Source: an optimization exercise on an open RTL-to-GDS flow (aim: small area). Production flows keep margins and buffers that such runs may drop.
Only simulation tests tie the RTL to the original design; equivalence was not proved.
The clock input has no modelled driver; a real chip could not lean on it and would need a root buffer or a full tree.
No activity file was given, so power comes from the tool's default toggle rates.

Setup of maple:
// cross_bar_top
module cross_bar_top #(
  parameter BUFFER_SIZE = 5,
  parameter AW          = 3
) (
  input  logic       clk_i,
  input  logic       rstn_i,
  input  logic       ch0_req_valid_i,
  output logic       ch0_req_allowIn_o,
  input  logic [1:0] ch0_req_addr_i,
  input  logic       ch1_req_valid_i,
  output logic       ch1_req_allowIn_o,
  input  logic [1:0] ch1_req_addr_i,
  input  logic       ch2_req_valid_i,
  output logic       ch2_req_allowIn_o,
  input  logic [1:0] ch2_req_addr_i,
  output logic [3:0] bank_grant_valid_o,
  output logic [7:0] bank_grant_ch_o
);
For scale: roughly 410 cells after synthesis, ~53 flip-flops, about 26 I/O pins, about 3200 µm² of cells after synthesis.
Settings: LEC_CHECK=0, ABC_AREA=1, CAP_MARGIN=0, CORE_MARGIN=2, CORE_UTILIZATION=40, SLEW_MARGIN=0; clock period 7.0 ns.
standard.sh (not shown) runs the stock make flow with config.mk's settings and CLKGATE_MAP_FILE= SYNTH_SCRIPT=/design/flow/synth_recipe.tcl, a recipe that flattens the netlist after the stock synthesis.
==> flow/flow/run.sh <==
#!/bin/bash
# Own layout flow: the standard ORFS flow (standard.sh) with
#  - an area-oriented ABC mapping script (flow/abc.script) in synthesis,
#  - port buffers of the smallest buffer cell,
#  - a one-level clock tree (flow/mancts.tcl) in place of TritonCTS: the
#    clock port drives three clkbuf_8, each driving one cluster of registers.
# ORFS writes each tool's output to its own log under orfs/logs/; make's
# output goes to flow_make.log.
set -euo pipefail
here=$(pwd)
rm -rf "$here/scripts_mod"
cp -r "$FLOW_HOME/scripts" "$here/scripts_mod"
cp "$here/flow/abc.script" "$here/scripts_mod/abc_area.script"
cp "$here/flow/abc.script" "$here/scripts_mod/abc_speed.script"
cp "$here/flow/mancts.tcl" "$here/scripts_mod/mancts.tcl"
python3 - "$here/scripts_mod/cts.tcl" <<'PY'
import sys
p = sys.argv[1]
s = open(p).read()
old = "log_cmd clock_tree_synthesis {*}$cts_args\n"
assert s.count(old) == 1
new = ("source $::env(SCRIPTS_DIR)/mancts.tcl\n"
       "man_cts 3 sky130_fd_sc_hd__clkbuf_8\n"
       "set_propagated_clock [all_clocks]\n")
open(p, "w").write(s.replace(old, new))
PY
bash standard.sh \
  "SCRIPTS_DIR=$here/scripts_mod" \
  "BUFFER_PORTS_ARGS=-buffer_cell sky130_fd_sc_hd__buf_1" \
  finish > "$here/flow_make.log" 2>&1
Other scripts of this flow, unchanged in this note and not shown: flow/flow/abc.script, flow/flow/mancts.tcl
Here is what was changed in the inputs of violet compared with maple.
diff --git a/flow/config.mk b/flow/config.mk
--- a/flow/config.mk
+++ b/flow/config.mk
@@ -7,6 +7,6 @@
 export LEC_CHECK = 0
 export ABC_AREA = 1
-export CAP_MARGIN = 0
+export CAP_MARGIN = 20
 export CORE_MARGIN = 2
-export CORE_UTILIZATION = 40
-export SLEW_MARGIN = 0
+export CORE_UTILIZATION = 65
+export SLEW_MARGIN = 20
### Flow results
Diff maple..violet | gate count after technology mapping | unchanged
Going from maple to violet, wire length the detailed router placed on met1 now sits lower, cell count lower.
Leakage power total: violet vs maple down 0.0047 nW
Taking maple as the reference point, the detailed-routing iteration count for the pre-antenna-repair pass of violet rises by 1.
Max highest achievable clock rate across maple and violet: maple
There was hardly any difference in total power consumption of the routed design between maple and violet.
In every run of this note, the design's own scripts or RTL, not TritonCTS, make the clock network.

---

cross_bar_top again, from the RTL that the note above started with.
export LEC_CHECK = 0
export ABC_AREA = 1
export CAP_MARGIN = 20
export CORE_MARGIN = 2
export CORE_UTILIZATION = 40
export SLEW_MARGIN = 20
create_clock -name core_clock -period 7.0 [get_ports {clk_i}]
==> flow/flow/run.sh <==
#!/bin/bash
# Own layout flow: the standard ORFS flow (standard.sh) with
#  - an area-oriented ABC mapping script (flow/abc.script) in synthesis,
#  - port buffers of the smallest buffer cell,
#  - a one-level clock tree (flow/mancts.tcl) in place of TritonCTS: the
#    clock port drives four clkbuf_8, each driving one cluster of registers.
# ORFS writes each tool's output to its own log under orfs/logs/; make's
# output goes to flow_make.log.
set -euo pipefail
here=$(pwd)
rm -rf "$here/scripts_mod"
cp -r "$FLOW_HOME/scripts" "$here/scripts_mod"
cp "$here/flow/abc.script" "$here/scripts_mod/abc_area.script"
cp "$here/flow/abc.script" "$here/scripts_mod/abc_speed.script"
cp "$here/flow/mancts.tcl" "$here/scripts_mod/mancts.tcl"
python3 - "$here/scripts_mod/cts.tcl" <<'PY'
import sys
p = sys.argv[1]
s = open(p).read()
old = "log_cmd clock_tree_synthesis {*}$cts_args\n"
assert s.count(old) == 1
new = ("source $::env(SCRIPTS_DIR)/mancts.tcl\n"
       "man_cts 4 sky130_fd_sc_hd__clkbuf_8\n"
       "set_propagated_clock [all_clocks]\n")
open(p, "w").write(s.replace(old, new))
PY
bash standard.sh \
  "SCRIPTS_DIR=$here/scripts_mod" \
  "BUFFER_PORTS_ARGS=-buffer_cell sky130_fd_sc_hd__buf_1" \
  finish > "$here/flow_make.log" 2>&1
Other scripts of this flow, unchanged in this note and not shown: flow/flow/abc.script, flow/flow/mancts.tcl
The baseline passed the timing, design-rule and antenna checks.
Then changed:
--- a/flow/flow/run.sh
+++ b/flow/flow/run.sh
@@ -5,3 +5,3 @@
 #  - a one-level clock tree (flow/mancts.tcl) in place of TritonCTS: the
-#    clock port drives four clkbuf_8, each driving one cluster of registers.
+#    clock port drives three clkbuf_8, each driving one cluster of registers.
 # ORFS writes each tool's output to its own log under orfs/logs/; make's
@@ -22,3 +22,3 @@
 new = ("source $::env(SCRIPTS_DIR)/mancts.tcl\n"
-       "man_cts 4 sky130_fd_sc_hd__clkbuf_8\n"
+       "man_cts 3 sky130_fd_sc_hd__clkbuf_8\n"
        "set_propagated_clock [all_clocks]\n")
The changed run completed with no timing, DRC or antenna violations.
Die area is unchanged.
Fmax barely changes.
Worst setup slack gets worse by 0.0093 ns.
Area after synthesis stays the same.
Cell area shrinks by 0.41%.
Power shrinks by 0.52%.
Wire length is about the same.
Clock power shrinks by about 8%.
Final cell count barely changes.
No run of this note takes its clock network from TritonCTS; it comes from the design's own scripts or RTL.

[static timing again, ports no longer ideal]
In the flow no input, the clock included, has a driving cell. The finished layouts below were timed again as built, in two steps.
Step 1, drivers: a clkbuf_16 drives clk_i and a buf_2 each remaining input, both assumed.
Step 2, shift: input delay + t, output delay - t, t = (earliest + latest rising clock arrival at the registers) / 2. This alone moves slack from input paths to output paths.
Three values: ideal, step 1, step 2; two values: the first two.
| run | shift t [ns] | slack for setup (ns) | hold WS [ns] | clock arrival spread, ns | worst slew at a driven data input, ns |
|---|---|---|---|---|---|
| maple | 0.222 | 2.773 / 2.716 / 2.938 | 0.511 / 0.511 / 0.511 | 0.008 / 0.008 | 0.03 |
| violet | 0.210 | 2.501 / 2.454 / 2.664 | 0.500 / 0.500 / 0.500 | 0.029 / 0.028 | 0.03 |
| the first run of note 2 | 0.207 | 2.786 / 2.725 / 2.931 | 0.512 / 0.512 / 0.512 | 0.014 / 0.015 | 0.03 |
| the second run of note 2 | 0.222 | 2.777 / 2.720 / 2.942 | 0.511 / 0.511 / 0.511 | 0.008 / 0.008 | 0.03 |
After both steps setup and hold are still met in every run listed.
